This design comes from an exercise in tuning for small area, a short achievable clock period and few clock cycles on the open sky130 flow, not from production work. Where RTL was checked, it was by simulation tests only, not by an equivalence proof against the original. Only the layout flow was run in run 2; the RTL was not checked for function there.

==> flow/design.v, too long to show whole: its modules and the start of the top module <==
// module geofence: 111 lines
// module xs1: 381 lines
// module xs2: 39 lines
module geofence(clk, reset, X, Y, valid, is_inside);
  // ...
==> flow/flow/run.sh <==
#!/bin/bash
# The standard layout, with one extra step between synthesis and floorplan:
# invopt.py removes the inverters that Yosys's full-adder extraction leaves between
# adders (see invopt.py). Each tool's output goes to a log of its own.
set -euo pipefail
R=orfs/results/$FLOW_PLATFORM/geofence/base
LIB=$FLOW_HOME/platforms/$FLOW_PLATFORM/lib/sky130_fd_sc_hd__tt_025C_1v80.lib
bash standard.sh synth > synth.log 2>&1
cp $R/1_2_yosys.v 1_2_yosys.synth.v
python3 flow/invopt.py $LIB 1_2_yosys.synth.v 1_2_yosys.invopt.v > invopt.log 2>&1
cp 1_2_yosys.invopt.v $R/1_2_yosys.v
bash standard.sh SETUP_SLACK_MARGIN=7.5 "BUFFER_PORTS_ARGS=-buffer_cell sky130_fd_sc_hd__buf_2" "CTS_ARGS=-sink_clustering_enable -repair_clock_nets -buf_list {sky130_fd_sc_hd__clkbuf_4 sky130_fd_sc_hd__clkbuf_8} -sink_clustering_size 20 -sink_clustering_max_diameter 60 -dont_use_dummy_load" finish > layout.log 2>&1
==> flow/flow/invopt.py <==
#!/usr/bin/env python3
"""Polarity clean-up of a mapped sky130hd netlist (Yosys write_verilog output).

Yosys's extract_fa maps many full adders in inverted form (inverted inputs and outputs),
which leaves inverters between adders. A full adder is self-dual: FA(~a,~b,~c) gives
(~sum, ~cout). This script removes every inverter, then picks for each full adder whether
to use it inverted, and for some single-output gates whether to swap them for their
complement (and2 <-> nand2, ...), so that as few inverters as possible are needed; it
then adds one inverter per signal whose complement is still needed. The function of the
netlist and its registers are unchanged.

usage: invopt.py lib in.v out.v"""
import re, sys, random

lib_path, src, dst = sys.argv[1:4]
P = "sky130_fd_sc_hd__"

# cell areas and pin directions from the liberty file
areas, pins, cur, curpin = {}, {}, None, None
for line in open(lib_path):
    m = re.match(r'\s*cell \("(\w+)"\)', line)
    if m:
        cur = m.group(1); pins[cur] = {}; continue
    m = re.match(r'\s*area\s*:\s*([0-9.]+)', line)
    if m and cur and cur not in areas:
        areas[cur] = float(m.group(1))
    m = re.match(r'\s*pin \("(\w+)"\)', line)
    if m and cur:
        curpin = m.group(1); continue
    m = re.match(r'\s*direction\s*:\s*"?(\w+)"?', line)
    if m and cur and curpin:
        pins[cur][curpin] = m.group(1); curpin = None

PAIRS = [("and2", "nand2"), ("or2", "nor2"), ("xor2", "xnor2"), ("and3", "nand3"),
         ("or3", "nor3"), ("and4", "nand4"), ("or4", "nor4"), ("a21o", "a21oi"),
         ("o21a", "o21ai"), ("a22o", "a22oi"), ("o22a", "o22ai"), ("a211o", "a211oi"),
         ("o211a", "o211ai"), ("a31o", "a31oi"), ("o31a", "o31ai"), ("xor3", "xnor3"),
         ("buf", "inv"), ("clkbuf", "inv"), ("a221o", "a221oi"), ("o221a", "o221ai"),
         ("a41o", "a41oi"), ("o41a", "o41ai"), ("a32o", "a32oi"), ("o32a", "o32ai"),
         ("mux2", "mux2i")]
COMP = {}
for a, b, d in [(a, b, d) for a, b in PAIRS for d in ("_4", "_2", "_1")] + \
        [(b, a, d) for a, b in PAIRS for d in ("_4", "_2", "_1")]:
    x, y = P + a + d, P + b + "_1"
    if a == "inv":
        continue
    if x in pins and y in pins:
        ix = sorted(p for p, d in pins[x].items() if d == "input")
        iy = sorted(p for p, d in pins[y].items() if d == "input")
        ox = [p for p, d in pins[x].items() if d == "output"]
        oy = [p for p, d in pins[y].items() if d == "output"]
        if ix == iy and len(ox) == 1 and len(oy) == 1:
            COMP[x] = (y, ox[0], oy[0])
INV = re.compile(P + r"(inv|clkinv)_\d+$")
FA = P + "fa_1"
HA = P + "ha_1"

text = open(src).read()
mod = re.search(r"module\s+(\w+)\s*\((.*?)\);(.*)endmodule", text, re.S)
body = mod.group(3)
outputs = set()
for m in re.finditer(r"^\s*output\s+(\[[^\]]*\]\s*)?(\w+)\s*;", body, re.M):
    outputs.add(m.group(2))
inputs = set()
for m in re.finditer(r"^\s*input\s+(\[[^\]]*\]\s*)?(\w+)\s*;", body, re.M):
    inputs.add(m.group(2))

cell_re = re.compile(r"^\s*(" + P + r"\w+)\s+(\S+)\s*\((.*?)\);", re.M | re.S)
pin_re = re.compile(r"\.(\w+)\(\s*(.*?)\s*\)\s*(?:,|$)", re.S)
cells = []
for m in cell_re.finditer(body):
    t, name, conns = m.group(1), m.group(2), m.group(3)
    pc = [(p, n.strip()) for p, n in pin_re.findall(conns)]
    cells.append([t, name, pc])
if re.search(r"^\s*assign\s", body, re.M):
    sys.exit("netlist has assign statements")
other = cell_re.sub("", body)

def is_out(t, p):
    return pins[t].get(p) == "output"

# nets driven by inverters: net -> input net
inv_of = {}
for t, name, pc in cells:
    if INV.match(t):
        d = dict(pc); inv_of[d["Y"]] = d["A"]
def base(n):
    pol = 0
    while n in inv_of:
        n = inv_of[n]; pol ^= 1
    return n, pol

for o in outputs:
    if base(o)[1] or o in inv_of:
        sys.exit("output port driven by an inverter")

# variables: full adders (flip all pins) and complementable gates (flip the output)
var_of_cell = {}
driver_var = {}   # base net -> var index (its physical polarity)
nvar = 0
ctype = []
for i, (t, name, pc) in enumerate(cells):
    if INV.match(t):
        continue
    if t == FA or t in COMP or t == HA:
        var_of_cell[i] = nvar; ctype.append(t); nvar += 1
        if t != HA:
            for p, n in pc:
                if is_out(t, p):
                    driver_var[n] = var_of_cell[i]
val = [0] * nvar

# loads: (cell index, pin, base net, literal polarity, var of load or None)
loads = {}
for i, (t, name, pc) in enumerate(cells):
    if INV.match(t):
        continue
    for p, n in pc:
        if is_out(t, p):
            continue
        b, pol = base(n)
        v = var_of_cell[i] if t in (FA, HA) else None
        loads.setdefault(b, []).append((i, p, pol, v))
for o in outputs:
    loads.setdefault(o, []).append((None, o, 0, None))

sig_of_var = {}
for b in loads:
    if b in driver_var:
        sig_of_var.setdefault(driver_var[b], []).append(b)
for_var_loads = {}
for b, ls in loads.items():
    for (i, p, pol, v) in ls:
        if v is not None:
            for_var_loads.setdefault(v, set()).add(b)

inv_area = areas[P + "inv_1"]
def sig_cost(b):
    ph = val[driver_var[b]] if b in driver_var else 0
    need = False
    for (i, p, pol, v) in loads[b]:
        req = pol ^ (val[v] if v is not None else 0)
        if req != ph:
            need = True; break
    return inv_area if need else 0.0
def var_cost(v):
    t = ctype[v]
    if t == FA:
        return 0.0
    if t == HA:
        return (areas[P + "xor2_1"] + areas[P + "nor2_1"]) if val[v] else areas[t]
    return areas[COMP[t][0]] if val[v] else areas[t]
def touched(v):
    s = set(sig_of_var.get(v, [])) | for_var_loads.get(v, set())
    return s

total = sum(sig_cost(b) for b in loads) + sum(var_cost(v) for v in range(nvar))
start = total + inv_area * 0
orig = sum(areas[t] for t, n, pc in cells if INV.match(t) or t == FA or t in COMP)
order = list(range(nvar))
rng = random.Random(1)
def delta(v):
    ss = touched(v)
    before = sum(sig_cost(b) for b in ss) + var_cost(v)
    val[v] ^= 1
    after = sum(sig_cost(b) for b in ss) + var_cost(v)
    val[v] ^= 1
    return after - before
def descend():
    global total
    improved = True
    while improved:
        improved = False
        rng.shuffle(order)
        for v in order:
            d = delta(v)
            if d < -1e-9 or (d < 1e-9 and rng.random() < 0.3):
                val[v] ^= 1; total += d
                if d < -1e-9:
                    improved = True
descend()
best, best_val = total, list(val)
# simulated annealing over single flips, then a final descent from the best state
import math, os
steps = int(os.environ.get("SA_STEPS", "3000000"))
t0, t1 = 3.0, 0.05
for it in range(steps):
    T = t0 * (t1 / t0) ** (it / steps)
    v = rng.randrange(nvar)
    d = delta(v)
    if d < 1e-9 or rng.random() < math.exp(-d / T):
        val[v] ^= 1
        total += d
        if total < best - 1e-9:
            best, best_val = total, list(val)
val[:] = best_val
total = best
descend()
# rewrite
def W(n):
    return n + " " if n.startswith("\\") else n
new_cells = []
inv_net = {}
k = 0
for b in sorted(loads):
    ph = val[driver_var[b]] if b in driver_var else 0
    for (i, p, pol, v) in loads[b]:
        req = pol ^ (val[v] if v is not None else 0)
        if req != ph and b not in inv_net:
            k += 1
            inv_net[b] = f"invopt_{k}"
            new_cells.append(f"  {P}inv_1 invopt_c{k} (\n    .A({W(b)}),\n    .Y({inv_net[b]})\n  );")
conn = {}
for b, ls in loads.items():
    ph = val[driver_var[b]] if b in driver_var else 0
    for (i, p, pol, v) in ls:
        req = pol ^ (val[v] if v is not None else 0)
        net = b if req == ph else inv_net[b]
        if i is None:
            if net != p:
                sys.exit("output port polarity")
            continue
        conn[(i, p)] = net
conn = {k: W(n) for k, n in conn.items()}
out_cells = []
for i, (t, name, pc) in enumerate(cells):
    if INV.match(t):
        continue
    if t == HA and val[var_of_cell[i]]:
        d = dict(pc)
        a, b = conn[(i, "A")], conn[(i, "B")]
        if "SUM" in d:
            out_cells.append(f"  {P}xor2_1 {name}_s (\n    .A({a}),\n    .B({b}),\n    .X({W(d['SUM'])})\n  );")
        if "COUT" in d:
            out_cells.append(f"  {P}nor2_1 {name}_c (\n    .A({a}),\n    .B({b}),\n    .Y({W(d['COUT'])})\n  );")
        continue
    nt = t
    opin = {}
    if i in var_of_cell and t != FA and val[var_of_cell[i]]:
        nt, po, pn = COMP[t]
        opin[po] = pn
    items = []
    for p, n in pc:
        if is_out(t, p):
            items.append(f"    .{opin.get(p, p)}({W(n)})")
        else:
            items.append(f"    .{p}({conn[(i, p)]})")
    out_cells.append(f"  {nt} {name} (\n" + ",\n".join(items) + "\n  );")
decl = "\n".join(f"  wire {inv_net[b]};" for b in sorted(inv_net, key=lambda b: inv_net[b]))
newbody = other.rstrip() + "\n" + decl + "\n" + "\n".join(out_cells + new_cells) + "\n"
out = text[:mod.start(3)] + newbody + text[mod.end(3):]
open(dst, "w").write(out)
ninv0 = sum(1 for t, n, pc in cells if INV.match(t))
nflip = sum(1 for v in range(nvar) if val[v] and ctype[v] in (FA, HA))
ncomp = sum(1 for v in range(nvar) if val[v] and ctype[v] != FA)
sys.stderr.write(f"invopt: inverters {ninv0} -> {k}, adders flipped {nflip}, gates swapped {ncomp}, "
                 f"area of touched cells {orig:.1f} -> {total:.1f}\n")
==> flow/standard.sh <==
#!/bin/bash
# synth_recipe.tcl (not shown) runs the flow's synth.tcl, then flattens the netlist and writes it again
# the make line also repeats each setting of config.mk as NAME=value (left out here)
make -C /OpenROAD-flow-scripts/flow DESIGN_CONFIG=/design/flow/config.mk WORK_HOME=/design/flow/orfs CLKGATE_MAP_FILE= SYNTH_SCRIPT=/design/flow/synth_recipe.tcl "${@:-finish}"
==> flow/config.mk <==
export PLATFORM = sky130hd
export DESIGN_NAME = geofence
export DESIGN_NICKNAME = geofence
export VERILOG_FILES = /design/flow/design.v
export SDC_FILE = /design/flow/constraint.sdc
export NUM_CORES = 4
export LEC_CHECK = 0
export CAP_MARGIN = 20
export CORE_MARGIN = 2
export CORE_UTILIZATION = 40
export CTS_BUF_LIST = sky130_fd_sc_hd__clkbuf_4 sky130_fd_sc_hd__clkbuf_8
export CTS_CLUSTER_DIAMETER = 60
export CTS_CLUSTER_SIZE = 20
export PLACE_DENSITY = 0.6
export SETUP_SLACK_MARGIN = 5
export SLEW_MARGIN = 20
==> flow/constraint.sdc <==
create_clock -name core_clock -period 12.0 [get_ports {clk}]
set_input_delay 2.4000 -clock core_clock [delete_from_list [all_inputs] [get_ports {clk}]]
set_output_delay 2.4000 -clock core_clock [all_outputs]
set_load 0.01 [all_outputs]
==> qor.txt, run 1 <==
final cycle utilization of the critical path: 0.361
I/O Buffers: 23
hold depth: 1
Ant. Diodes: 0
largest class: multi-input combinational cells
max-slew violations: 0
status: no timing/DRC/antenna violations
placed wire-length estimate: 22,100 µm
Clock Latency Late Sink: 560 ps
Hold Crit Endpoint: qo[2]$_DFF_P_
Clock buffers and inverters, area share: 0.0185
largest registers: buf0: 20 flops, buf1: 20 flops, buf2: 20 flops
Core Util, Final: 0.431
busiest grt layer: met2
core box area: 34,500 µm²
depth of the CTS H-tree: 1
drt total wl: 30,000 µm
multi-input logic area: 8030 µm²
RD Place Congestion: 0.802
worst path cell trace: mux2_2 > and2_1 > fa_1 > fa_1 > fa_1 > fa_1 > fa_1 > fa_1
GR Util met3: 0.0234
register area: 5600 µm²
synthesized area per cell: 11.9 µm²
Testbench counts, summed over its fixed seeds: cycles 79,733.
==> run 2, diff against run 1 <==
==> flow/design.v (replaced) <==
module geofence(clk, reset, X, Y, valid, is_inside);
input clk;
input reset;
input [9:0] X;
input [9:0] Y;
output reg valid;
output reg is_inside;
reg [3:0] phase;             
reg [9:0] px, py;            
reg sx, sy;                  
reg [9:0] mx, my;            
reg [11:0] mx3, my3;         
reg lsx, lsy, rsx, rsy;
reg [9:0] lmx, lmy, rmx, rmy;
reg ins;
wire [10:0] dx = {1'b0, X} - {1'b0, px};
wire [10:0] dy = {1'b0, Y} - {1'b0, py};
wire [9:0] ax = (dx[9:0] ^ {10{dx[10]}}) + {9'd0, dx[10]};
wire [9:0] ay = (dy[9:0] ^ {10{dy[10]}}) + {9'd0, dy[10]};
wire [11:0] ax3 = {2'b00, ax} + {1'b0, ax, 1'b0};
wire [11:0] ay3 = {2'b00, ay} + {1'b0, ay, 1'b0};
wire zx = mx == 10'd0, zy = my == 10'd0;
wire zlx = lmx == 10'd0, zly = lmy == 10'd0;
wire zrx = rmx == 10'd0, zry = rmy == 10'd0;
wire a_le, a_dn;
xsgn ua(.a(lmx), .b(my), .b3(my3), .c(lmy), .d(mx), .d3(mx3), .le(a_le), .lt(a_dn));
wire a_dz = a_le && !a_dn;
wire a_s1 = lsx ^ sy, a_s2 = lsy ^ sx;
wire a_nz = !(zlx || zy) || !(zly || zx);
wire an = (a_s1 == a_s2) ? (a_s1 ? !(a_dn || a_dz) : a_dn) : (a_s1 && a_nz);
wire az = (a_s1 == a_s2) ? a_dz : !a_nz;
wire ap = !an && !az;
wire b_le, b_dn;
xsgn ub(.a(rmy), .b(mx), .b3(mx3), .c(rmx), .d(my), .d3(my3), .le(b_le), .lt(b_dn));
wire b_dz = b_le && !b_dn;
wire b_s1 = sx ^ rsy, b_s2 = sy ^ rsx;
wire b_nz = !(zx || zry) || !(zy || zrx);
wire bn = (b_s1 == b_s2) ? (b_s1 ? !(b_dn || b_dz) : b_dn) : (b_s1 && b_nz);
wire bz = (b_s1 == b_s2) ? b_dz : !b_nz;
wire bp = !bn && !bz;
wire opp = (!zx && (sx ^ lsx)) || (!zy && (sy ^ lsy));
wire hit = (zx && zy) || (an && (bn || bz)) || (az && bn) || (az && bz && opp);
always @(posedge clk or posedge reset) begin
    if (reset) phase <= 4'd0;
    else if (phase == 4'd8) phase <= 4'd0;
    else if (phase == 4'd6 && (ins || hit)) phase <= 4'd8;   
    else phase <= phase + 4'd1;
end
always @(posedge clk) begin
    sx <= dx[10]; mx <= ax; mx3 <= ax3;
    sy <= dy[10]; my <= ay; my3 <= ay3;
end
always @(posedge clk) begin
    if (phase == 4'd0) begin
        px <= X;
        py <= Y;
    end
    if (phase == 4'd2) begin
        lsx <= sx; lmx <= mx; lsy <= sy; lmy <= my;
        rsx <= sx; rmx <= mx; rsy <= sy; rmy <= my;
        ins <= zx && zy;
    end else if (phase >= 4'd3 && phase <= 4'd7) begin
        if (hit) ins <= 1'b1;
        if (an && bp) begin lsx <= sx; lmx <= mx; lsy <= sy; lmy <= my; end
        if (ap && bn) begin rsx <= sx; rmx <= mx; rsy <= sy; rmy <= my; end
    end
end
always @(posedge clk or posedge reset) begin
    if (reset) begin
        valid <= 1'b0;
        is_inside <= 1'b0;
    end else begin
        valid <= (phase == 4'd7) || (phase == 4'd6 && (ins || hit));
        is_inside <= (phase == 4'd6 || phase == 4'd7) && (ins || hit);
    end
end
endmodule
module xsgn(input [9:0] a, input [9:0] b, input [11:0] b3,
            input [9:0] c, input [9:0] d, input [11:0] d3, output le, output lt);
wire aq1_0 = ~a[1] & a[0];
wire aq2_0 = a[1] & ~a[0];
wire aq3_0 = a[1] & a[0];
wire cq1_0 = ~c[1] & c[0];
wire cq2_0 = c[1] & ~c[0];
wire cq3_0 = c[1] & c[0];
wire aq1_1 = ~a[3] & a[2];
wire aq2_1 = a[3] & ~a[2];
wire aq3_1 = a[3] & a[2];
wire cq1_1 = ~c[3] & c[2];
wire cq2_1 = c[3] & ~c[2];
wire cq3_1 = c[3] & c[2];
wire aq1_2 = ~a[5] & a[4];
wire aq2_2 = a[5] & ~a[4];
wire aq3_2 = a[5] & a[4];
wire cq1_2 = ~c[5] & c[4];
wire cq2_2 = c[5] & ~c[4];
wire cq3_2 = c[5] & c[4];
wire aq1_3 = ~a[7] & a[6];
wire aq2_3 = a[7] & ~a[6];
wire aq3_3 = a[7] & a[6];
wire cq1_3 = ~c[7] & c[6];
wire cq2_3 = c[7] & ~c[6];
wire cq3_3 = c[7] & c[6];
wire aq1_4 = ~a[9] & a[8];
wire aq2_4 = a[9] & ~a[8];
wire aq3_4 = a[9] & a[8];
wire cq1_4 = ~c[9] & c[8];
wire cq2_4 = c[9] & ~c[8];
wire cq3_4 = c[9] & c[8];
wire t1 = ((aq1_0 & b[8]) | (aq2_0 & b[7]) | (aq3_0 & b3[8])) ^ ~((cq1_0 & d[8]) | (cq2_0 & d[7]) | (cq3_0 & d3[8])) ^ ((aq1_1 & b[6]) | (aq2_1 & b[5]) | (aq3_1 & b3[6]));
wire t2 = (((aq1_0 & b[8]) | (aq2_0 & b[7]) | (aq3_0 & b3[8])) & ~((cq1_0 & d[8]) | (cq2_0 & d[7]) | (cq3_0 & d3[8]))) | (((aq1_0 & b[8]) | (aq2_0 & b[7]) | (aq3_0 & b3[8])) & ((aq1_1 & b[6]) | (aq2_1 & b[5]) | (aq3_1 & b3[6]))) | (~((cq1_0 & d[8]) | (cq2_0 & d[7]) | (cq3_0 & d3[8])) & ((aq1_1 & b[6]) | (aq2_1 & b[5]) | (aq3_1 & b3[6])));
wire t3 = ((aq1_0 & b[9]) | (aq2_0 & b[8]) | (aq3_0 & b3[9])) ^ ~((cq1_0 & d[9]) | (cq2_0 & d[8]) | (cq3_0 & d3[9])) ^ ((aq1_1 & b[7]) | (aq2_1 & b[6]) | (aq3_1 & b3[7]));
wire t4 = (((aq1_0 & b[9]) | (aq2_0 & b[8]) | (aq3_0 & b3[9])) & ~((cq1_0 & d[9]) | (cq2_0 & d[8]) | (cq3_0 & d3[9]))) | (((aq1_0 & b[9]) | (aq2_0 & b[8]) | (aq3_0 & b3[9])) & ((aq1_1 & b[7]) | (aq2_1 & b[6]) | (aq3_1 & b3[7]))) | (~((cq1_0 & d[9]) | (cq2_0 & d[8]) | (cq3_0 & d3[9])) & ((aq1_1 & b[7]) | (aq2_1 & b[6]) | (aq3_1 & b3[7])));
wire t5 = ((aq2_0 & b[9]) | (aq3_0 & b3[10])) ^ ~((cq2_0 & d[9]) | (cq3_0 & d3[10])) ^ ((aq1_1 & b[8]) | (aq2_1 & b[7]) | (aq3_1 & b3[8]));
wire t6 = (((aq2_0 & b[9]) | (aq3_0 & b3[10])) & ~((cq2_0 & d[9]) | (cq3_0 & d3[10]))) | (((aq2_0 & b[9]) | (aq3_0 & b3[10])) & ((aq1_1 & b[8]) | (aq2_1 & b[7]) | (aq3_1 & b3[8]))) | (~((cq2_0 & d[9]) | (cq3_0 & d3[10])) & ((aq1_1 & b[8]) | (aq2_1 & b[7]) | (aq3_1 & b3[8])));
wire t7 = ((aq3_0 & b3[11])) ^ ~((cq3_0 & d3[11])) ^ ((aq1_1 & b[9]) | (aq2_1 & b[8]) | (aq3_1 & b3[9]));
wire t8 = (((aq3_0 & b3[11])) & ~((cq3_0 & d3[11]))) | (((aq3_0 & b3[11])) & ((aq1_1 & b[9]) | (aq2_1 & b[8]) | (aq3_1 & b3[9]))) | (~((cq3_0 & d3[11])) & ((aq1_1 & b[9]) | (aq2_1 & b[8]) | (aq3_1 & b3[9])));
wire t9 = ((aq2_1 & b[9]) | (aq3_1 & b3[10])) ^ ~((cq2_1 & d[9]) | (cq3_1 & d3[10]));
wire t10 = ((aq2_1 & b[9]) | (aq3_1 & b3[10])) & ~((cq2_1 & d[9]) | (cq3_1 & d3[10]));
wire t11 = ((aq3_1 & b3[11])) ^ ~((cq3_1 & d3[11]));
wire t12 = ((aq3_1 & b3[11])) & ~((cq3_1 & d3[11]));
wire t13 = ((aq1_0 & b[4]) | (aq2_0 & b[3]) | (aq3_0 & b3[4])) ^ ~((cq1_0 & d[4]) | (cq2_0 & d[3]) | (cq3_0 & d3[4]));
wire t14 = ((aq1_0 & b[4]) | (aq2_0 & b[3]) | (aq3_0 & b3[4])) & ~((cq1_0 & d[4]) | (cq2_0 & d[3]) | (cq3_0 & d3[4]));
wire t15 = ((aq1_0 & b[5]) | (aq2_0 & b[4]) | (aq3_0 & b3[5])) ^ ~((cq1_0 & d[5]) | (cq2_0 & d[4]) | (cq3_0 & d3[5]));
wire t16 = ((aq1_0 & b[5]) | (aq2_0 & b[4]) | (aq3_0 & b3[5])) & ~((cq1_0 & d[5]) | (cq2_0 & d[4]) | (cq3_0 & d3[5]));
wire t17 = ((aq1_0 & b[6]) | (aq2_0 & b[5]) | (aq3_0 & b3[6])) ^ ~((cq1_0 & d[6]) | (cq2_0 & d[5]) | (cq3_0 & d3[6])) ^ ((aq1_1 & b[4]) | (aq2_1 & b[3]) | (aq3_1 & b3[4]));
wire t18 = (((aq1_0 & b[6]) | (aq2_0 & b[5]) | (aq3_0 & b3[6])) & ~((cq1_0 & d[6]) | (cq2_0 & d[5]) | (cq3_0 & d3[6]))) | (((aq1_0 & b[6]) | (aq2_0 & b[5]) | (aq3_0 & b3[6])) & ((aq1_1 & b[4]) | (aq2_1 & b[3]) | (aq3_1 & b3[4]))) | (~((cq1_0 & d[6]) | (cq2_0 & d[5]) | (cq3_0 & d3[6])) & ((aq1_1 & b[4]) | (aq2_1 & b[3]) | (aq3_1 & b3[4])));
wire t19 = ~((cq1_1 & d[4]) | (cq2_1 & d[3]) | (cq3_1 & d3[4])) ^ ((aq1_2 & b[2]) | (aq2_2 & b[1]) | (aq3_2 & b3[2])) ^ ~((cq1_2 & d[2]) | (cq2_2 & d[1]) | (cq3_2 & d3[2]));
wire t20 = (~((cq1_1 & d[4]) | (cq2_1 & d[3]) | (cq3_1 & d3[4])) & ((aq1_2 & b[2]) | (aq2_2 & b[1]) | (aq3_2 & b3[2]))) | (~((cq1_1 & d[4]) | (cq2_1 & d[3]) | (cq3_1 & d3[4])) & ~((cq1_2 & d[2]) | (cq2_2 & d[1]) | (cq3_2 & d3[2]))) | (((aq1_2 & b[2]) | (aq2_2 & b[1]) | (aq3_2 & b3[2])) & ~((cq1_2 & d[2]) | (cq2_2 & d[1]) | (cq3_2 & d3[2])));
wire t21 = ((aq1_0 & b[7]) | (aq2_0 & b[6]) | (aq3_0 & b3[7])) ^ ~((cq1_0 & d[7]) | (cq2_0 & d[6]) | (cq3_0 & d3[7])) ^ ((aq1_1 & b[5]) | (aq2_1 & b[4]) | (aq3_1 & b3[5]));
wire t22 = (((aq1_0 & b[7]) | (aq2_0 & b[6]) | (aq3_0 & b3[7])) & ~((cq1_0 & d[7]) | (cq2_0 & d[6]) | (cq3_0 & d3[7]))) | (((aq1_0 & b[7]) | (aq2_0 & b[6]) | (aq3_0 & b3[7])) & ((aq1_1 & b[5]) | (aq2_1 & b[4]) | (aq3_1 & b3[5]))) | (~((cq1_0 & d[7]) | (cq2_0 & d[6]) | (cq3_0 & d3[7])) & ((aq1_1 & b[5]) | (aq2_1 & b[4]) | (aq3_1 & b3[5])));
wire t23 = ~((cq1_1 & d[5]) | (cq2_1 & d[4]) | (cq3_1 & d3[5])) ^ ((aq1_2 & b[3]) | (aq2_2 & b[2]) | (aq3_2 & b3[3])) ^ ~((cq1_2 & d[3]) | (cq2_2 & d[2]) | (cq3_2 & d3[3]));
wire t24 = (~((cq1_1 & d[5]) | (cq2_1 & d[4]) | (cq3_1 & d3[5])) & ((aq1_2 & b[3]) | (aq2_2 & b[2]) | (aq3_2 & b3[3]))) | (~((cq1_1 & d[5]) | (cq2_1 & d[4]) | (cq3_1 & d3[5])) & ~((cq1_2 & d[3]) | (cq2_2 & d[2]) | (cq3_2 & d3[3]))) | (((aq1_2 & b[3]) | (aq2_2 & b[2]) | (aq3_2 & b3[3])) & ~((cq1_2 & d[3]) | (cq2_2 & d[2]) | (cq3_2 & d3[3])));
wire t25 = ~((cq1_1 & d[6]) | (cq2_1 & d[5]) | (cq3_1 & d3[6])) ^ ((aq1_2 & b[4]) | (aq2_2 & b[3]) | (aq3_2 & b3[4])) ^ ~((cq1_2 & d[4]) | (cq2_2 & d[3]) | (cq3_2 & d3[4]));
wire t26 = (~((cq1_1 & d[6]) | (cq2_1 & d[5]) | (cq3_1 & d3[6])) & ((aq1_2 & b[4]) | (aq2_2 & b[3]) | (aq3_2 & b3[4]))) | (~((cq1_1 & d[6]) | (cq2_1 & d[5]) | (cq3_1 & d3[6])) & ~((cq1_2 & d[4]) | (cq2_2 & d[3]) | (cq3_2 & d3[4]))) | (((aq1_2 & b[4]) | (aq2_2 & b[3]) | (aq3_2 & b3[4])) & ~((cq1_2 & d[4]) | (cq2_2 & d[3]) | (cq3_2 & d3[4])));
wire t27 = ((aq1_3 & b[2]) | (aq2_3 & b[1]) | (aq3_3 & b3[2])) ^ ~((cq1_3 & d[2]) | (cq2_3 & d[1]) | (cq3_3 & d3[2])) ^ ((aq1_4 & b[0]) | (aq3_4 & b3[0]));
wire t28 = (((aq1_3 & b[2]) | (aq2_3 & b[1]) | (aq3_3 & b3[2])) & ~((cq1_3 & d[2]) | (cq2_3 & d[1]) | (cq3_3 & d3[2]))) | (((aq1_3 & b[2]) | (aq2_3 & b[1]) | (aq3_3 & b3[2])) & ((aq1_4 & b[0]) | (aq3_4 & b3[0]))) | (~((cq1_3 & d[2]) | (cq2_3 & d[1]) | (cq3_3 & d3[2])) & ((aq1_4 & b[0]) | (aq3_4 & b3[0])));
wire t29 = ~((cq1_4 & d[0]) | (cq3_4 & d3[0])) ^ 1'b1;
wire t30 = ~((cq1_4 & d[0]) | (cq3_4 & d3[0])) & 1'b1;
wire t31 = ~((cq1_1 & d[7]) | (cq2_1 & d[6]) | (cq3_1 & d3[7])) ^ ((aq1_2 & b[5]) | (aq2_2 & b[4]) | (aq3_2 & b3[5])) ^ ~((cq1_2 & d[5]) | (cq2_2 & d[4]) | (cq3_2 & d3[5]));
wire t32 = (~((cq1_1 & d[7]) | (cq2_1 & d[6]) | (cq3_1 & d3[7])) & ((aq1_2 & b[5]) | (aq2_2 & b[4]) | (aq3_2 & b3[5]))) | (~((cq1_1 & d[7]) | (cq2_1 & d[6]) | (cq3_1 & d3[7])) & ~((cq1_2 & d[5]) | (cq2_2 & d[4]) | (cq3_2 & d3[5]))) | (((aq1_2 & b[5]) | (aq2_2 & b[4]) | (aq3_2 & b3[5])) & ~((cq1_2 & d[5]) | (cq2_2 & d[4]) | (cq3_2 & d3[5])));
wire t33 = ((aq1_3 & b[3]) | (aq2_3 & b[2]) | (aq3_3 & b3[3])) ^ ~((cq1_3 & d[3]) | (cq2_3 & d[2]) | (cq3_3 & d3[3])) ^ ((aq1_4 & b[1]) | (aq2_4 & b[0]) | (aq3_4 & b3[1]));
wire t34 = (((aq1_3 & b[3]) | (aq2_3 & b[2]) | (aq3_3 & b3[3])) & ~((cq1_3 & d[3]) | (cq2_3 & d[2]) | (cq3_3 & d3[3]))) | (((aq1_3 & b[3]) | (aq2_3 & b[2]) | (aq3_3 & b3[3])) & ((aq1_4 & b[1]) | (aq2_4 & b[0]) | (aq3_4 & b3[1]))) | (~((cq1_3 & d[3]) | (cq2_3 & d[2]) | (cq3_3 & d3[3])) & ((aq1_4 & b[1]) | (aq2_4 & b[0]) | (aq3_4 & b3[1])));
wire t35 = ~((cq1_4 & d[1]) | (cq2_4 & d[0]) | (cq3_4 & d3[1])) ^ t2 ^ t3;
wire t36 = (~((cq1_4 & d[1]) | (cq2_4 & d[0]) | (cq3_4 & d3[1])) & t2) | (~((cq1_4 & d[1]) | (cq2_4 & d[0]) | (cq3_4 & d3[1])) & t3) | (t2 & t3);
wire t37 = ~((cq1_1 & d[8]) | (cq2_1 & d[7]) | (cq3_1 & d3[8])) ^ ((aq1_2 & b[6]) | (aq2_2 & b[5]) | (aq3_2 & b3[6])) ^ ~((cq1_2 & d[6]) | (cq2_2 & d[5]) | (cq3_2 & d3[6]));
wire t38 = (~((cq1_1 & d[8]) | (cq2_1 & d[7]) | (cq3_1 & d3[8])) & ((aq1_2 & b[6]) | (aq2_2 & b[5]) | (aq3_2 & b3[6]))) | (~((cq1_1 & d[8]) | (cq2_1 & d[7]) | (cq3_1 & d3[8])) & ~((cq1_2 & d[6]) | (cq2_2 & d[5]) | (cq3_2 & d3[6]))) | (((aq1_2 & b[6]) | (aq2_2 & b[5]) | (aq3_2 & b3[6])) & ~((cq1_2 & d[6]) | (cq2_2 & d[5]) | (cq3_2 & d3[6])));
wire t39 = ((aq1_3 & b[4]) | (aq2_3 & b[3]) | (aq3_3 & b3[4])) ^ ~((cq1_3 & d[4]) | (cq2_3 & d[3]) | (cq3_3 & d3[4])) ^ ((aq1_4 & b[2]) | (aq2_4 & b[1]) | (aq3_4 & b3[2]));
wire t40 = (((aq1_3 & b[4]) | (aq2_3 & b[3]) | (aq3_3 & b3[4])) & ~((cq1_3 & d[4]) | (cq2_3 & d[3]) | (cq3_3 & d3[4]))) | (((aq1_3 & b[4]) | (aq2_3 & b[3]) | (aq3_3 & b3[4])) & ((aq1_4 & b[2]) | (aq2_4 & b[1]) | (aq3_4 & b3[2]))) | (~((cq1_3 & d[4]) | (cq2_3 & d[3]) | (cq3_3 & d3[4])) & ((aq1_4 & b[2]) | (aq2_4 & b[1]) | (aq3_4 & b3[2])));
wire t41 = ~((cq1_4 & d[2]) | (cq2_4 & d[1]) | (cq3_4 & d3[2])) ^ t4 ^ t5;
wire t42 = (~((cq1_4 & d[2]) | (cq2_4 & d[1]) | (cq3_4 & d3[2])) & t4) | (~((cq1_4 & d[2]) | (cq2_4 & d[1]) | (cq3_4 & d3[2])) & t5) | (t4 & t5);
wire t43 = ~((cq1_1 & d[9]) | (cq2_1 & d[8]) | (cq3_1 & d3[9])) ^ ((aq1_2 & b[7]) | (aq2_2 & b[6]) | (aq3_2 & b3[7])) ^ ~((cq1_2 & d[7]) | (cq2_2 & d[6]) | (cq3_2 & d3[7]));
wire t44 = (~((cq1_1 & d[9]) | (cq2_1 & d[8]) | (cq3_1 & d3[9])) & ((aq1_2 & b[7]) | (aq2_2 & b[6]) | (aq3_2 & b3[7]))) | (~((cq1_1 & d[9]) | (cq2_1 & d[8]) | (cq3_1 & d3[9])) & ~((cq1_2 & d[7]) | (cq2_2 & d[6]) | (cq3_2 & d3[7]))) | (((aq1_2 & b[7]) | (aq2_2 & b[6]) | (aq3_2 & b3[7])) & ~((cq1_2 & d[7]) | (cq2_2 & d[6]) | (cq3_2 & d3[7])));
wire t45 = ((aq1_3 & b[5]) | (aq2_3 & b[4]) | (aq3_3 & b3[5])) ^ ~((cq1_3 & d[5]) | (cq2_3 & d[4]) | (cq3_3 & d3[5])) ^ ((aq1_4 & b[3]) | (aq2_4 & b[2]) | (aq3_4 & b3[3]));
wire t46 = (((aq1_3 & b[5]) | (aq2_3 & b[4]) | (aq3_3 & b3[5])) & ~((cq1_3 & d[5]) | (cq2_3 & d[4]) | (cq3_3 & d3[5]))) | (((aq1_3 & b[5]) | (aq2_3 & b[4]) | (aq3_3 & b3[5])) & ((aq1_4 & b[3]) | (aq2_4 & b[2]) | (aq3_4 & b3[3]))) | (~((cq1_3 & d[5]) | (cq2_3 & d[4]) | (cq3_3 & d3[5])) & ((aq1_4 & b[3]) | (aq2_4 & b[2]) | (aq3_4 & b3[3])));
wire t47 = ~((cq1_4 & d[3]) | (cq2_4 & d[2]) | (cq3_4 & d3[3])) ^ t6 ^ t7;
wire t48 = (~((cq1_4 & d[3]) | (cq2_4 & d[2]) | (cq3_4 & d3[3])) & t6) | (~((cq1_4 & d[3]) | (cq2_4 & d[2]) | (cq3_4 & d3[3])) & t7) | (t6 & t7);
wire t49 = ((aq1_2 & b[8]) | (aq2_2 & b[7]) | (aq3_2 & b3[8])) ^ ~((cq1_2 & d[8]) | (cq2_2 & d[7]) | (cq3_2 & d3[8])) ^ ((aq1_3 & b[6]) | (aq2_3 & b[5]) | (aq3_3 & b3[6]));
wire t50 = (((aq1_2 & b[8]) | (aq2_2 & b[7]) | (aq3_2 & b3[8])) & ~((cq1_2 & d[8]) | (cq2_2 & d[7]) | (cq3_2 & d3[8]))) | (((aq1_2 & b[8]) | (aq2_2 & b[7]) | (aq3_2 & b3[8])) & ((aq1_3 & b[6]) | (aq2_3 & b[5]) | (aq3_3 & b3[6]))) | (~((cq1_2 & d[8]) | (cq2_2 & d[7]) | (cq3_2 & d3[8])) & ((aq1_3 & b[6]) | (aq2_3 & b[5]) | (aq3_3 & b3[6])));
wire t51 = ~((cq1_3 & d[6]) | (cq2_3 & d[5]) | (cq3_3 & d3[6])) ^ ((aq1_4 & b[4]) | (aq2_4 & b[3]) | (aq3_4 & b3[4])) ^ ~((cq1_4 & d[4]) | (cq2_4 & d[3]) | (cq3_4 & d3[4]));
wire t52 = (~((cq1_3 & d[6]) | (cq2_3 & d[5]) | (cq3_3 & d3[6])) & ((aq1_4 & b[4]) | (aq2_4 & b[3]) | (aq3_4 & b3[4]))) | (~((cq1_3 & d[6]) | (cq2_3 & d[5]) | (cq3_3 & d3[6])) & ~((cq1_4 & d[4]) | (cq2_4 & d[3]) | (cq3_4 & d3[4]))) | (((aq1_4 & b[4]) | (aq2_4 & b[3]) | (aq3_4 & b3[4])) & ~((cq1_4 & d[4]) | (cq2_4 & d[3]) | (cq3_4 & d3[4])));
wire t53 = 1'b1 ^ t8 ^ t9;
wire t54 = (1'b1 & t8) | (1'b1 & t9) | (t8 & t9);
wire t55 = ((aq1_2 & b[9]) | (aq2_2 & b[8]) | (aq3_2 & b3[9])) ^ ~((cq1_2 & d[9]) | (cq2_2 & d[8]) | (cq3_2 & d3[9])) ^ ((aq1_3 & b[7]) | (aq2_3 & b[6]) | (aq3_3 & b3[7]));
wire t56 = (((aq1_2 & b[9]) | (aq2_2 & b[8]) | (aq3_2 & b3[9])) & ~((cq1_2 & d[9]) | (cq2_2 & d[8]) | (cq3_2 & d3[9]))) | (((aq1_2 & b[9]) | (aq2_2 & b[8]) | (aq3_2 & b3[9])) & ((aq1_3 & b[7]) | (aq2_3 & b[6]) | (aq3_3 & b3[7]))) | (~((cq1_2 & d[9]) | (cq2_2 & d[8]) | (cq3_2 & d3[9])) & ((aq1_3 & b[7]) | (aq2_3 & b[6]) | (aq3_3 & b3[7])));
wire t57 = ~((cq1_3 & d[7]) | (cq2_3 & d[6]) | (cq3_3 & d3[7])) ^ ((aq1_4 & b[5]) | (aq2_4 & b[4]) | (aq3_4 & b3[5])) ^ ~((cq1_4 & d[5]) | (cq2_4 & d[4]) | (cq3_4 & d3[5]));
wire t58 = (~((cq1_3 & d[7]) | (cq2_3 & d[6]) | (cq3_3 & d3[7])) & ((aq1_4 & b[5]) | (aq2_4 & b[4]) | (aq3_4 & b3[5]))) | (~((cq1_3 & d[7]) | (cq2_3 & d[6]) | (cq3_3 & d3[7])) & ~((cq1_4 & d[5]) | (cq2_4 & d[4]) | (cq3_4 & d3[5]))) | (((aq1_4 & b[5]) | (aq2_4 & b[4]) | (aq3_4 & b3[5])) & ~((cq1_4 & d[5]) | (cq2_4 & d[4]) | (cq3_4 & d3[5])));
wire t59 = 1'b1 ^ t10 ^ t11;
wire t60 = (1'b1 & t10) | (1'b1 & t11) | (t10 & t11);
wire t61 = ((aq2_2 & b[9]) | (aq3_2 & b3[10])) ^ ~((cq2_2 & d[9]) | (cq3_2 & d3[10])) ^ ((aq1_3 & b[8]) | (aq2_3 & b[7]) | (aq3_3 & b3[8]));
wire t62 = (((aq2_2 & b[9]) | (aq3_2 & b3[10])) & ~((cq2_2 & d[9]) | (cq3_2 & d3[10]))) | (((aq2_2 & b[9]) | (aq3_2 & b3[10])) & ((aq1_3 & b[8]) | (aq2_3 & b[7]) | (aq3_3 & b3[8]))) | (~((cq2_2 & d[9]) | (cq3_2 & d3[10])) & ((aq1_3 & b[8]) | (aq2_3 & b[7]) | (aq3_3 & b3[8])));
wire t63 = ~((cq1_3 & d[8]) | (cq2_3 & d[7]) | (cq3_3 & d3[8])) ^ ((aq1_4 & b[6]) | (aq2_4 & b[5]) | (aq3_4 & b3[6])) ^ ~((cq1_4 & d[6]) | (cq2_4 & d[5]) | (cq3_4 & d3[6]));
wire t64 = (~((cq1_3 & d[8]) | (cq2_3 & d[7]) | (cq3_3 & d3[8])) & ((aq1_4 & b[6]) | (aq2_4 & b[5]) | (aq3_4 & b3[6]))) | (~((cq1_3 & d[8]) | (cq2_3 & d[7]) | (cq3_3 & d3[8])) & ~((cq1_4 & d[6]) | (cq2_4 & d[5]) | (cq3_4 & d3[6]))) | (((aq1_4 & b[6]) | (aq2_4 & b[5]) | (aq3_4 & b3[6])) & ~((cq1_4 & d[6]) | (cq2_4 & d[5]) | (cq3_4 & d3[6])));
wire t65 = ((aq3_2 & b3[11])) ^ ~((cq3_2 & d3[11])) ^ ((aq1_3 & b[9]) | (aq2_3 & b[8]) | (aq3_3 & b3[9]));
wire t66 = (((aq3_2 & b3[11])) & ~((cq3_2 & d3[11]))) | (((aq3_2 & b3[11])) & ((aq1_3 & b[9]) | (aq2_3 & b[8]) | (aq3_3 & b3[9]))) | (~((cq3_2 & d3[11])) & ((aq1_3 & b[9]) | (aq2_3 & b[8]) | (aq3_3 & b3[9])));
wire t67 = ~((cq1_3 & d[9]) | (cq2_3 & d[8]) | (cq3_3 & d3[9])) ^ ((aq1_4 & b[7]) | (aq2_4 & b[6]) | (aq3_4 & b3[7]));
wire t68 = ~((cq1_3 & d[9]) | (cq2_3 & d[8]) | (cq3_3 & d3[9])) & ((aq1_4 & b[7]) | (aq2_4 & b[6]) | (aq3_4 & b3[7]));
wire t69 = ((aq1_0 & b[2]) | (aq2_0 & b[1]) | (aq3_0 & b3[2])) ^ ~((cq1_0 & d[2]) | (cq2_0 & d[1]) | (cq3_0 & d3[2]));
wire t70 = ((aq1_0 & b[2]) | (aq2_0 & b[1]) | (aq3_0 & b3[2])) & ~((cq1_0 & d[2]) | (cq2_0 & d[1]) | (cq3_0 & d3[2]));
wire t71 = ((aq1_0 & b[3]) | (aq2_0 & b[2]) | (aq3_0 & b3[3])) ^ ~((cq1_0 & d[3]) | (cq2_0 & d[2]) | (cq3_0 & d3[3]));
wire t72 = ((aq1_0 & b[3]) | (aq2_0 & b[2]) | (aq3_0 & b3[3])) & ~((cq1_0 & d[3]) | (cq2_0 & d[2]) | (cq3_0 & d3[3]));
wire t73 = ((aq1_1 & b[2]) | (aq2_1 & b[1]) | (aq3_1 & b3[2])) ^ ~((cq1_1 & d[2]) | (cq2_1 & d[1]) | (cq3_1 & d3[2])) ^ ((aq1_2 & b[0]) | (aq3_2 & b3[0]));
wire t74 = (((aq1_1 & b[2]) | (aq2_1 & b[1]) | (aq3_1 & b3[2])) & ~((cq1_1 & d[2]) | (cq2_1 & d[1]) | (cq3_1 & d3[2]))) | (((aq1_1 & b[2]) | (aq2_1 & b[1]) | (aq3_1 & b3[2])) & ((aq1_2 & b[0]) | (aq3_2 & b3[0]))) | (~((cq1_1 & d[2]) | (cq2_1 & d[1]) | (cq3_1 & d3[2])) & ((aq1_2 & b[0]) | (aq3_2 & b3[0])));
wire t75 = ~((cq1_2 & d[0]) | (cq3_2 & d3[0])) ^ 1'b1;
wire t76 = ~((cq1_2 & d[0]) | (cq3_2 & d3[0])) & 1'b1;
wire t77 = ((aq1_1 & b[3]) | (aq2_1 & b[2]) | (aq3_1 & b3[3])) ^ ~((cq1_1 & d[3]) | (cq2_1 & d[2]) | (cq3_1 & d3[3])) ^ ((aq1_2 & b[1]) | (aq2_2 & b[0]) | (aq3_2 & b3[1]));
wire t78 = (((aq1_1 & b[3]) | (aq2_1 & b[2]) | (aq3_1 & b3[3])) & ~((cq1_1 & d[3]) | (cq2_1 & d[2]) | (cq3_1 & d3[3]))) | (((aq1_1 & b[3]) | (aq2_1 & b[2]) | (aq3_1 & b3[3])) & ((aq1_2 & b[1]) | (aq2_2 & b[0]) | (aq3_2 & b3[1]))) | (~((cq1_1 & d[3]) | (cq2_1 & d[2]) | (cq3_1 & d3[3])) & ((aq1_2 & b[1]) | (aq2_2 & b[0]) | (aq3_2 & b3[1])));
wire t79 = ~((cq1_2 & d[1]) | (cq2_2 & d[0]) | (cq3_2 & d3[1])) ^ t14 ^ t15;
wire t80 = (~((cq1_2 & d[1]) | (cq2_2 & d[0]) | (cq3_2 & d3[1])) & t14) | (~((cq1_2 & d[1]) | (cq2_2 & d[0]) | (cq3_2 & d3[1])) & t15) | (t14 & t15);
wire t81 = ((aq1_3 & b[0]) | (aq3_3 & b3[0])) ^ ~((cq1_3 & d[0]) | (cq3_3 & d3[0])) ^ 1'b1;
wire t82 = (((aq1_3 & b[0]) | (aq3_3 & b3[0])) & ~((cq1_3 & d[0]) | (cq3_3 & d3[0]))) | (((aq1_3 & b[0]) | (aq3_3 & b3[0])) & 1'b1) | (~((cq1_3 & d[0]) | (cq3_3 & d3[0])) & 1'b1);
wire t83 = t16 ^ t17 ^ t19;
wire t84 = (t16 & t17) | (t16 & t19) | (t17 & t19);
wire t85 = ((aq1_3 & b[1]) | (aq2_3 & b[0]) | (aq3_3 & b3[1])) ^ ~((cq1_3 & d[1]) | (cq2_3 & d[0]) | (cq3_3 & d3[1])) ^ t18;
wire t86 = (((aq1_3 & b[1]) | (aq2_3 & b[0]) | (aq3_3 & b3[1])) & ~((cq1_3 & d[1]) | (cq2_3 & d[0]) | (cq3_3 & d3[1]))) | (((aq1_3 & b[1]) | (aq2_3 & b[0]) | (aq3_3 & b3[1])) & t18) | (~((cq1_3 & d[1]) | (cq2_3 & d[0]) | (cq3_3 & d3[1])) & t18);
wire t87 = t20 ^ t21 ^ t23;
wire t88 = (t20 & t21) | (t20 & t23) | (t21 & t23);
wire t89 = t1 ^ t22 ^ t24;
wire t90 = (t1 & t22) | (t1 & t24) | (t22 & t24);
wire t91 = t25 ^ t27 ^ t29;
wire t92 = (t25 & t27) | (t25 & t29) | (t27 & t29);
wire t93 = t26 ^ t28 ^ t30;
wire t94 = (t26 & t28) | (t26 & t30) | (t28 & t30);
wire t95 = t31 ^ t33 ^ t35;
wire t96 = (t31 & t33) | (t31 & t35) | (t33 & t35);
wire t97 = t32 ^ t34 ^ t36;
wire t98 = (t32 & t34) | (t32 & t36) | (t34 & t36);
wire t99 = t37 ^ t39 ^ t41;
wire t100 = (t37 & t39) | (t37 & t41) | (t39 & t41);
wire t101 = t38 ^ t40 ^ t42;
wire t102 = (t38 & t40) | (t38 & t42) | (t40 & t42);
wire t103 = t43 ^ t45 ^ t47;
wire t104 = (t43 & t45) | (t43 & t47) | (t45 & t47);
wire t105 = t44 ^ t46 ^ t48;
wire t106 = (t44 & t46) | (t44 & t48) | (t46 & t48);
wire t107 = t49 ^ t51 ^ t53;
wire t108 = (t49 & t51) | (t49 & t53) | (t51 & t53);
wire t109 = t50 ^ t52 ^ t54;
wire t110 = (t50 & t52) | (t50 & t54) | (t52 & t54);
wire t111 = t55 ^ t57 ^ t59;
wire t112 = (t55 & t57) | (t55 & t59) | (t57 & t59);
wire t113 = t12 ^ t56 ^ t58;
wire t114 = (t12 & t56) | (t12 & t58) | (t56 & t58);
wire t115 = t60 ^ t61 ^ t63;
wire t116 = (t60 & t61) | (t60 & t63) | (t61 & t63);
wire t117 = ~((cq1_4 & d[7]) | (cq2_4 & d[6]) | (cq3_4 & d3[7])) ^ 1'b1 ^ t62;
wire t118 = (~((cq1_4 & d[7]) | (cq2_4 & d[6]) | (cq3_4 & d3[7])) & 1'b1) | (~((cq1_4 & d[7]) | (cq2_4 & d[6]) | (cq3_4 & d3[7])) & t62) | (1'b1 & t62);
wire t119 = t64 ^ t65 ^ t67;
wire t120 = (t64 & t65) | (t64 & t67) | (t65 & t67);
wire t121 = ((aq2_3 & b[9]) | (aq3_3 & b3[10])) ^ ~((cq2_3 & d[9]) | (cq3_3 & d3[10])) ^ ((aq1_4 & b[8]) | (aq2_4 & b[7]) | (aq3_4 & b3[8]));
wire t122 = (((aq2_3 & b[9]) | (aq3_3 & b3[10])) & ~((cq2_3 & d[9]) | (cq3_3 & d3[10]))) | (((aq2_3 & b[9]) | (aq3_3 & b3[10])) & ((aq1_4 & b[8]) | (aq2_4 & b[7]) | (aq3_4 & b3[8]))) | (~((cq2_3 & d[9]) | (cq3_3 & d3[10])) & ((aq1_4 & b[8]) | (aq2_4 & b[7]) | (aq3_4 & b3[8])));
wire t123 = ~((cq1_4 & d[8]) | (cq2_4 & d[7]) | (cq3_4 & d3[8])) ^ t66 ^ t68;
wire t124 = (~((cq1_4 & d[8]) | (cq2_4 & d[7]) | (cq3_4 & d3[8])) & t66) | (~((cq1_4 & d[8]) | (cq2_4 & d[7]) | (cq3_4 & d3[8])) & t68) | (t66 & t68);
wire t125 = ((aq3_3 & b3[11])) ^ ~((cq3_3 & d3[11])) ^ ((aq1_4 & b[9]) | (aq2_4 & b[8]) | (aq3_4 & b3[9]));
wire t126 = (((aq3_3 & b3[11])) & ~((cq3_3 & d3[11]))) | (((aq3_3 & b3[11])) & ((aq1_4 & b[9]) | (aq2_4 & b[8]) | (aq3_4 & b3[9]))) | (~((cq3_3 & d3[11])) & ((aq1_4 & b[9]) | (aq2_4 & b[8]) | (aq3_4 & b3[9])));
wire t127 = ~((cq1_4 & d[9]) | (cq2_4 & d[8]) | (cq3_4 & d3[9])) ^ 1'b1;
wire t128 = ~((cq1_4 & d[9]) | (cq2_4 & d[8]) | (cq3_4 & d3[9])) & 1'b1;
wire t129 = ((aq1_1 & b[0]) | (aq3_1 & b3[0])) ^ ~((cq1_1 & d[0]) | (cq3_1 & d3[0]));
wire t130 = ((aq1_1 & b[0]) | (aq3_1 & b3[0])) & ~((cq1_1 & d[0]) | (cq3_1 & d3[0]));
wire t131 = ((aq1_1 & b[1]) | (aq2_1 & b[0]) | (aq3_1 & b3[1])) ^ ~((cq1_1 & d[1]) | (cq2_1 & d[0]) | (cq3_1 & d3[1])) ^ t70;
wire t132 = (((aq1_1 & b[1]) | (aq2_1 & b[0]) | (aq3_1 & b3[1])) & ~((cq1_1 & d[1]) | (cq2_1 & d[0]) | (cq3_1 & d3[1]))) | (((aq1_1 & b[1]) | (aq2_1 & b[0]) | (aq3_1 & b3[1])) & t70) | (~((cq1_1 & d[1]) | (cq2_1 & d[0]) | (cq3_1 & d3[1])) & t70);
wire t133 = t13 ^ t72 ^ t73;
wire t134 = (t13 & t72) | (t13 & t73) | (t72 & t73);
wire t135 = t74 ^ t76 ^ t77;
wire t136 = (t74 & t76) | (t74 & t77) | (t76 & t77);
wire t137 = t78 ^ t80 ^ t81;
wire t138 = (t78 & t80) | (t78 & t81) | (t80 & t81);
wire t139 = t82 ^ t84 ^ t85;
wire t140 = (t82 & t84) | (t82 & t85) | (t84 & t85);
wire t141 = t86 ^ t88 ^ t89;
wire t142 = (t86 & t88) | (t86 & t89) | (t88 & t89);
wire t143 = t90 ^ t92 ^ t93;
wire t144 = (t90 & t92) | (t90 & t93) | (t92 & t93);
wire t145 = t94 ^ t96 ^ t97;
wire t146 = (t94 & t96) | (t94 & t97) | (t96 & t97);
wire t147 = t98 ^ t100 ^ t101;
wire t148 = (t98 & t100) | (t98 & t101) | (t100 & t101);
wire t149 = t102 ^ t104 ^ t105;
wire t150 = (t102 & t104) | (t102 & t105) | (t104 & t105);
wire t151 = t106 ^ t108 ^ t109;
wire t152 = (t106 & t108) | (t106 & t109) | (t108 & t109);
wire t153 = t110 ^ t112 ^ t113;
wire t154 = (t110 & t112) | (t110 & t113) | (t112 & t113);
wire t155 = t114 ^ t116 ^ t117;
wire t156 = (t114 & t116) | (t114 & t117) | (t116 & t117);
wire t157 = t118 ^ t120 ^ t121;
wire t158 = (t118 & t120) | (t118 & t121) | (t120 & t121);
wire t159 = t122 ^ t124 ^ t125;
wire t160 = (t122 & t124) | (t122 & t125) | (t124 & t125);
wire t161 = ((aq2_4 & b[9]) | (aq3_4 & b3[10])) ^ ~((cq2_4 & d[9]) | (cq3_4 & d3[10])) ^ t126;
wire t162 = (((aq2_4 & b[9]) | (aq3_4 & b3[10])) & ~((cq2_4 & d[9]) | (cq3_4 & d3[10]))) | (((aq2_4 & b[9]) | (aq3_4 & b3[10])) & t126) | (~((cq2_4 & d[9]) | (cq3_4 & d3[10])) & t126);
wire t163 = ((aq3_4 & b3[11])) ^ ~((cq3_4 & d3[11]));
wire t164 = ((aq3_4 & b3[11])) & ~((cq3_4 & d3[11]));
wire t165 = 1'b1 ^ t69;
wire t166 = 1'b1 & t69;
wire t167 = t71 ^ t130 ^ t131;
wire t168 = (t71 & t130) | (t71 & t131) | (t130 & t131);
wire t169 = t75 ^ t132 ^ t133;
wire t170 = (t75 & t132) | (t75 & t133) | (t132 & t133);
wire t171 = t79 ^ t134 ^ t135;
wire t172 = (t79 & t134) | (t79 & t135) | (t134 & t135);
wire t173 = t83 ^ t136 ^ t137;
wire t174 = (t83 & t136) | (t83 & t137) | (t136 & t137);
wire t175 = t87 ^ t138 ^ t139;
wire t176 = (t87 & t138) | (t87 & t139) | (t138 & t139);
wire t177 = t91 ^ t140 ^ t141;
wire t178 = (t91 & t140) | (t91 & t141) | (t140 & t141);
wire t179 = t95 ^ t142 ^ t143;
wire t180 = (t95 & t142) | (t95 & t143) | (t142 & t143);
wire t181 = t99 ^ t144 ^ t145;
wire t182 = (t99 & t144) | (t99 & t145) | (t144 & t145);
wire t183 = t103 ^ t146 ^ t147;
wire t184 = (t103 & t146) | (t103 & t147) | (t146 & t147);
wire t185 = t107 ^ t148 ^ t149;
wire t186 = (t107 & t148) | (t107 & t149) | (t148 & t149);
wire t187 = t111 ^ t150 ^ t151;
wire t188 = (t111 & t150) | (t111 & t151) | (t150 & t151);
wire t189 = t115 ^ t152 ^ t153;
wire t190 = (t115 & t152) | (t115 & t153) | (t152 & t153);
wire t191 = t119 ^ t154 ^ t155;
wire t192 = (t119 & t154) | (t119 & t155) | (t154 & t155);
wire t193 = t123 ^ t156 ^ t157;
wire t194 = (t123 & t156) | (t123 & t157) | (t156 & t157);
wire t195 = t127 ^ t158 ^ t159;
wire t196 = (t127 & t158) | (t127 & t159) | (t158 & t159);
wire t197 = t128 ^ t160 ^ t161;
wire t198 = (t128 & t160) | (t128 & t161) | (t160 & t161);
wire t199 = 1'b1 ^ t162 ^ t163;
wire t200 = (1'b1 & t162) | (1'b1 & t163) | (t162 & t163);
wire [20:0] x = {t164, t198, t196, t194, t192, t190, t188, t186, t184, t182, t180, t178, t176, t174, t172, t170, t168, t166, t129, ((aq1_0 & b[1]) | (aq2_0 & b[0]) | (aq3_0 & b3[1])), ((aq1_0 & b[0]) | (aq3_0 & b3[0]))};
wire [20:0] y = {t200, t199, t197, t195, t193, t191, t189, t187, t185, t183, t181, t179, t177, t175, t173, t171, t169, t167, t165, ~((cq1_0 & d[1]) | (cq2_0 & d[0]) | (cq3_0 & d3[1])), ~((cq1_0 & d[0]) | (cq3_0 & d3[0]))};
wire [19:0] g = x[19:0] & y[19:0];
wire [19:0] p = x[19:0] | y[19:0];
wire G1 = g[1] | (p[1] & g[0]);
wire P1 = p[1] & p[0];
wire G2 = g[4] | (p[4] & g[3]);
wire P2 = p[4] & p[3];
wire G3 = G2 | (P2 & g[2]);
wire P3 = P2 & p[2];
wire G4 = G3 | (P3 & G1);
wire P4 = P3 & P1;
wire G5 = g[6] | (p[6] & g[5]);
wire P5 = p[6] & p[5];
wire G6 = g[9] | (p[9] & g[8]);
wire P6 = p[9] & p[8];
wire G7 = G6 | (P6 & g[7]);
wire P7 = P6 & p[7];
wire G8 = G7 | (P7 & G5);
wire P8 = P7 & P5;
wire G9 = G8 | (P8 & G4);
wire P9 = P8 & P4;
wire G10 = g[11] | (p[11] & g[10]);
wire P10 = p[11] & p[10];
wire G11 = g[14] | (p[14] & g[13]);
wire P11 = p[14] & p[13];
wire G12 = G11 | (P11 & g[12]);
wire P12 = P11 & p[12];
wire G13 = G12 | (P12 & G10);
wire P13 = P12 & P10;
wire G14 = g[16] | (p[16] & g[15]);
wire P14 = p[16] & p[15];
wire G15 = g[19] | (p[19] & g[18]);
wire P15 = p[19] & p[18];
wire G16 = G15 | (P15 & g[17]);
wire P16 = P15 & p[17];
wire G17 = G16 | (P16 & G14);
wire P17 = P16 & P14;
wire G18 = G17 | (P17 & G13);
wire P18 = P17 & P13;
wire G19 = G18 | (P18 & G9);
wire P19 = P18 & P9;
wire top = x[20] ^ y[20];
assign le = top ^ G19;
assign lt = top ^ (G19 | P19);
endmodule
==> flow/flow/run.sh (replaced) <==
#!/bin/bash
# The standard layout, with one extra step between synthesis and floorplan:
# invopt.py removes the inverters that Yosys's full-adder extraction leaves between
# adders (see invopt.py). Each tool's output goes to a log of its own.
set -euo pipefail
R=orfs/results/$FLOW_PLATFORM/geofence/base
LIB=$FLOW_HOME/platforms/$FLOW_PLATFORM/lib/sky130_fd_sc_hd__tt_025C_1v80.lib
bash standard.sh synth > synth.log 2>&1
cp $R/1_2_yosys.v 1_2_yosys.synth.v
python3 flow/invopt.py $LIB 1_2_yosys.synth.v 1_2_yosys.invopt.v > invopt.log 2>&1
cp 1_2_yosys.invopt.v $R/1_2_yosys.v
bash standard.sh "CTS_ARGS=-sink_clustering_enable -repair_clock_nets -buf_list {sky130_fd_sc_hd__clkbuf_4 sky130_fd_sc_hd__clkbuf_8} -sink_clustering_size 30 -sink_clustering_max_diameter 100 -dont_use_dummy_load" finish > layout.log 2>&1
--- a/flow/flow/invopt.py
+++ b/flow/flow/invopt.py
@@ -175,32 +175,25 @@
         for v in order:
             d = delta(v)
             if d < -1e-9 or (d < 1e-9 and rng.random() < 0.3):
                 val[v] ^= 1; total += d
                 if d < -1e-9:
                     improved = True
 descend()
 best, best_val = total, list(val)
-# simulated annealing over single flips, then a final descent from the best state
-import math, os
-steps = int(os.environ.get("SA_STEPS", "3000000"))
-t0, t1 = 3.0, 0.05
-for it in range(steps):
-    T = t0 * (t1 / t0) ** (it / steps)
-    v = rng.randrange(nvar)
-    d = delta(v)
-    if d < 1e-9 or rng.random() < math.exp(-d / T):
-        val[v] ^= 1
-        total += d
-        if total < best - 1e-9:
-            best, best_val = total, list(val)
-val[:] = best_val
-total = best
-descend()
+for it in range(300):
+    for v in rng.sample(range(nvar), max(1, nvar // 30)):
+        total += delta(v); val[v] ^= 1
+    descend()
+    if total < best - 1e-9:
+        best, best_val = total, list(val)
+    else:
+        val[:] = best_val; total = best
+
 # rewrite
 def W(n):
     return n + " " if n.startswith("\\") else n
 new_cells = []
 inv_net = {}
 k = 0
 for b in sorted(loads):
     ph = val[driver_var[b]] if b in driver_var else 0
==> flow/config.mk (replaced) <==
export PLATFORM = sky130hd
export DESIGN_NAME = geofence
export DESIGN_NICKNAME = geofence
export VERILOG_FILES = /design/flow/design.v
export SDC_FILE = /design/flow/constraint.sdc
export NUM_CORES = 4
export LEC_CHECK = 0
export CAP_MARGIN = 20
export CORE_MARGIN = 2
export CORE_UTILIZATION = 40
export CTS_BUF_LIST = sky130_fd_sc_hd__clkbuf_4 sky130_fd_sc_hd__clkbuf_8
export CTS_CLUSTER_DIAMETER = 100
export CTS_CLUSTER_SIZE = 30
export PLACE_DENSITY = 0.6
export SETUP_SLACK_MARGIN = 5
export SLEW_MARGIN = 20
==> run 2 against run 1 <==
  * Synthesized cell count grew 24%
  * First-iteration DRC count is 78% higher
  * Clock skew is 53 ps lower
  * Utilization is 1.6 points higher
  * Worst hold slack improved by 98 ps
  * Final cell count grew 18%
  * Global-route usage up 4.6 points
  * Register-to-register slack got worse by 2500 ps
  * Critical path depth is 10 higher
  * Design area is 9.7% higher
  * Critical endpoint is now lmx[4]$_DFFE_PP_
==> qor.txt, run 2 <==
largest registers: mx3: 12 flops, my3: 12 flops
RSZ-0062 raised after global routing: yes
Crit Path Category: flip-flop to flip-flop
worst path bufs/invs: 3
Area Overhead vs Synth: 10.6%
gr ovfl total: 0
Yosys warnings: 1
Final Skew: 20.4 ps
Die H: 196 µm
Mapped Area: 14,700 µm²
row count: 70
most common cell after layout, fill and taps aside: mux2_2
number of global-route vias before repair: 11,500
Setup TNS: 0 ps
CTS buffer count: 17
Initial Util: 0.404
max incr delay on CP: 590 ps
clock slew at reported path FFs: 70 ps
drt wl/cell: 21.7 µm
proportion of layout cells with a drive suffix above 1: 0.237
max-slew violations: 0 (unchanged)
die area: 38,400 µm²
initial antenna violation count: 0
Clock Latency Late Sink: 440 ps (-120 ps)
depth of the CTS H-tree: 4 (+3)
FMAX: 0.147 GHz
Top delay family on crit path: adder cells
antenna-violating nets left: 0
gr usage total: 0.221
CP arrival: 6920 ps
global-route wire length before repair: 65,300 µm
DR pass1 iterations: 5
Critical Path Source Type: flip-flop
WHS: 557 ps
worst path cell trace: buf_4 > mux2_2 > a22o_1 > fa_1 > fa_1 > fa_1 > fa_1 > fa_1 > inv_1 > a22oi_1 > nand2_1 > a2111oi_2 > nand3_1 > a211oi_1 > and4b_1 > or3_1 > a21oi_2 > buf_4
worst rel slew slack: 0.309
Slew @ Worst Pin: 1040 ps
RD Place Congestion: 0.910 (+14%)
core box area: 36,400 µm² (+5.7%)
Residual DRC: 0
vias: 11,600
syn nets: 1,689
Layout Cells excl Fill: 1,943
die width: 196 µm
clock sinks: 115
max_cap viols: 0
Crit path required time: 12,090 ps
cells after synthesis: 1,449
flop-to-flop setup slack: 5170 ps
Slowest-stage cell, CP: a2111oi_2
commonest non-fill, non-tap cells in the layout: 190 x mux2_2, 168 x fa_1, 115 x inv_1, 100 x a22oi_1, 89 x buf_4
synthesized area per cell: 10.2 µm² (-15%)
Final setup viols: 0
number of hold violations in the final report: 0
Ant. Diodes: 0 (unchanged)
Nets: 1,717
Critical Path End Type: flip-flop
critical path's most frequent cell: fa_1
clk buf depth: 2
CTS root buffer: clkbuf_8
vias per cell: 5.96
status: no timing/DRC/antenna violations
I/O Buffers: 23 (unchanged)
drt total wl: 42,200 µm (+41%)
final cycle utilization of the critical path: 0.569 (+0.208)
initial DRC count: 971
Placed Instances: 1,857
largest net degree at the start of global routing: 25
num ports: 24
placed wire-length estimate: 29,700 µm (+35%)
CTS tree: yes
crit path time final: 6830 ps
CP max FO: 22
worst hold-check path type: flip-flop to flip-flop
==> run 2: worst register-to-register path, stage by stage, from the launching register on <==
cell	delay [ps]
edfxtp_1	490
buf_4	170
mux2_2	320
a22o_1	190
fa_1	540
fa_1	440
fa_1	400
fa_1	480
fa_1	490
inv_1	50
a22oi_1	240
nand2_1	100
a2111oi_2	590
nand3_1	500
a211oi_1	350
and4b_1	290
or3_1	390
a21oi_2	140
buf_4	320
==> run 2: final timing paths <==
path | from | to | cells after the start
setup / recovery | lmx[2]$_DFFE_PP_ | lmx[4]$_DFFE_PP_ | 18
hold / removal | sy$_DFF_P_ | rsy$_DFFE_PP_ | 0
setup reg to reg | lmx[2]$_DFFE_PP_ | lmx[4]$_DFFE_PP_ | 18
hold reg to reg | sy$_DFF_P_ | rsy$_DFFE_PP_ | 0
max in group asynchronous | reset | phase[3]$_DFF_PP0_ | 2
min in group asynchronous | reset | phase[0]$_DFF_PP0_ | 2
==> run 2: metrics by stage <==
| step | worst slack, ps | cell area [µm²] | utilization |
|---|---|---|---|
| 3_5_place_dp | 3790 | 15300 | 0.421 |
| 2_1_floorplan | 5040 | 14700 | - |
| 6_report | 5170 | 16300 | 0.447 |
| 3_3_place_gp | 3990 | 15300 | 0.421 |
| 4_1_cts | 5000 | 15600 | 0.429 |
| 5_1_grt | 4960 | 16300 | 0.447 |
==> run 2: timing repair <==
| action | CTS | global route |
|---|---|---|
| endpoints found under the setup margin | 54 | 54 |
| gates resized for setup | 13 | 35 |
| gates cloned | 1 | 0 |
| hold buffers | 0 | 0 |
| pin swaps | 4 | 10 |
| setup buffers | 2 | 66 |
==> run 2: routing by layer <==
metal | GRT usage | part of all wire | up-vias | wire, µm
li1 | - | - | 5224 | -
met5 | 0 | 0 | - | 0
met3 | 0.0431 | 0.074 | 97 | 3130
met4 | 0.0786 | 0.032 | 0 | 1340
met2 | 0.355 | 0.46 | 511 | 19400
met1 | 0.297 | 0.43 | 5745 | 18400
==> run 2: layout make-up <==
type                            count  area, µm²
Clock buffer                       17        234
Fill cell                        3483      20100
Timing Repair Buffer              115        958
Sequential cell                   115       2980
Multi-Input combinational cell   1112      11100
Inverter                          116        435
Tap cell                          468        586

-- static timing again, ports no longer ideal --
The results above use ideal ports. As a check the final layouts listed here were re-extracted and re-timed, cells and wires unchanged.
Step 1: set_driving_cell puts a clkbuf_16 on clk and a buf_2 on each other input, an assumption about the parent block.
Step 2 adds t to the input delays and takes it off the output delays; t is the mean of the earliest and latest rising clock arrival at the registers after step 1. Input paths then give back, and output paths get back, about the clock's delay inside the block.
Slacks: ideal ports / drivers / drivers and shift; pairs: ideal ports / drivers.
run	t, ns	setup slack, ns	slew at the worst register clock pin (ns)
run 1	0.569	7.674 / 7.674 / 7.172	0.11 / 0.11
run 2	0.464	5.175 / 5.175 / 4.834	0.07 / 0.07
After both steps setup and hold are still met in every run listed. The setup slack of run 1, which loses most, moves by 0.000 ns with the drivers and by -0.502 ns with both steps.
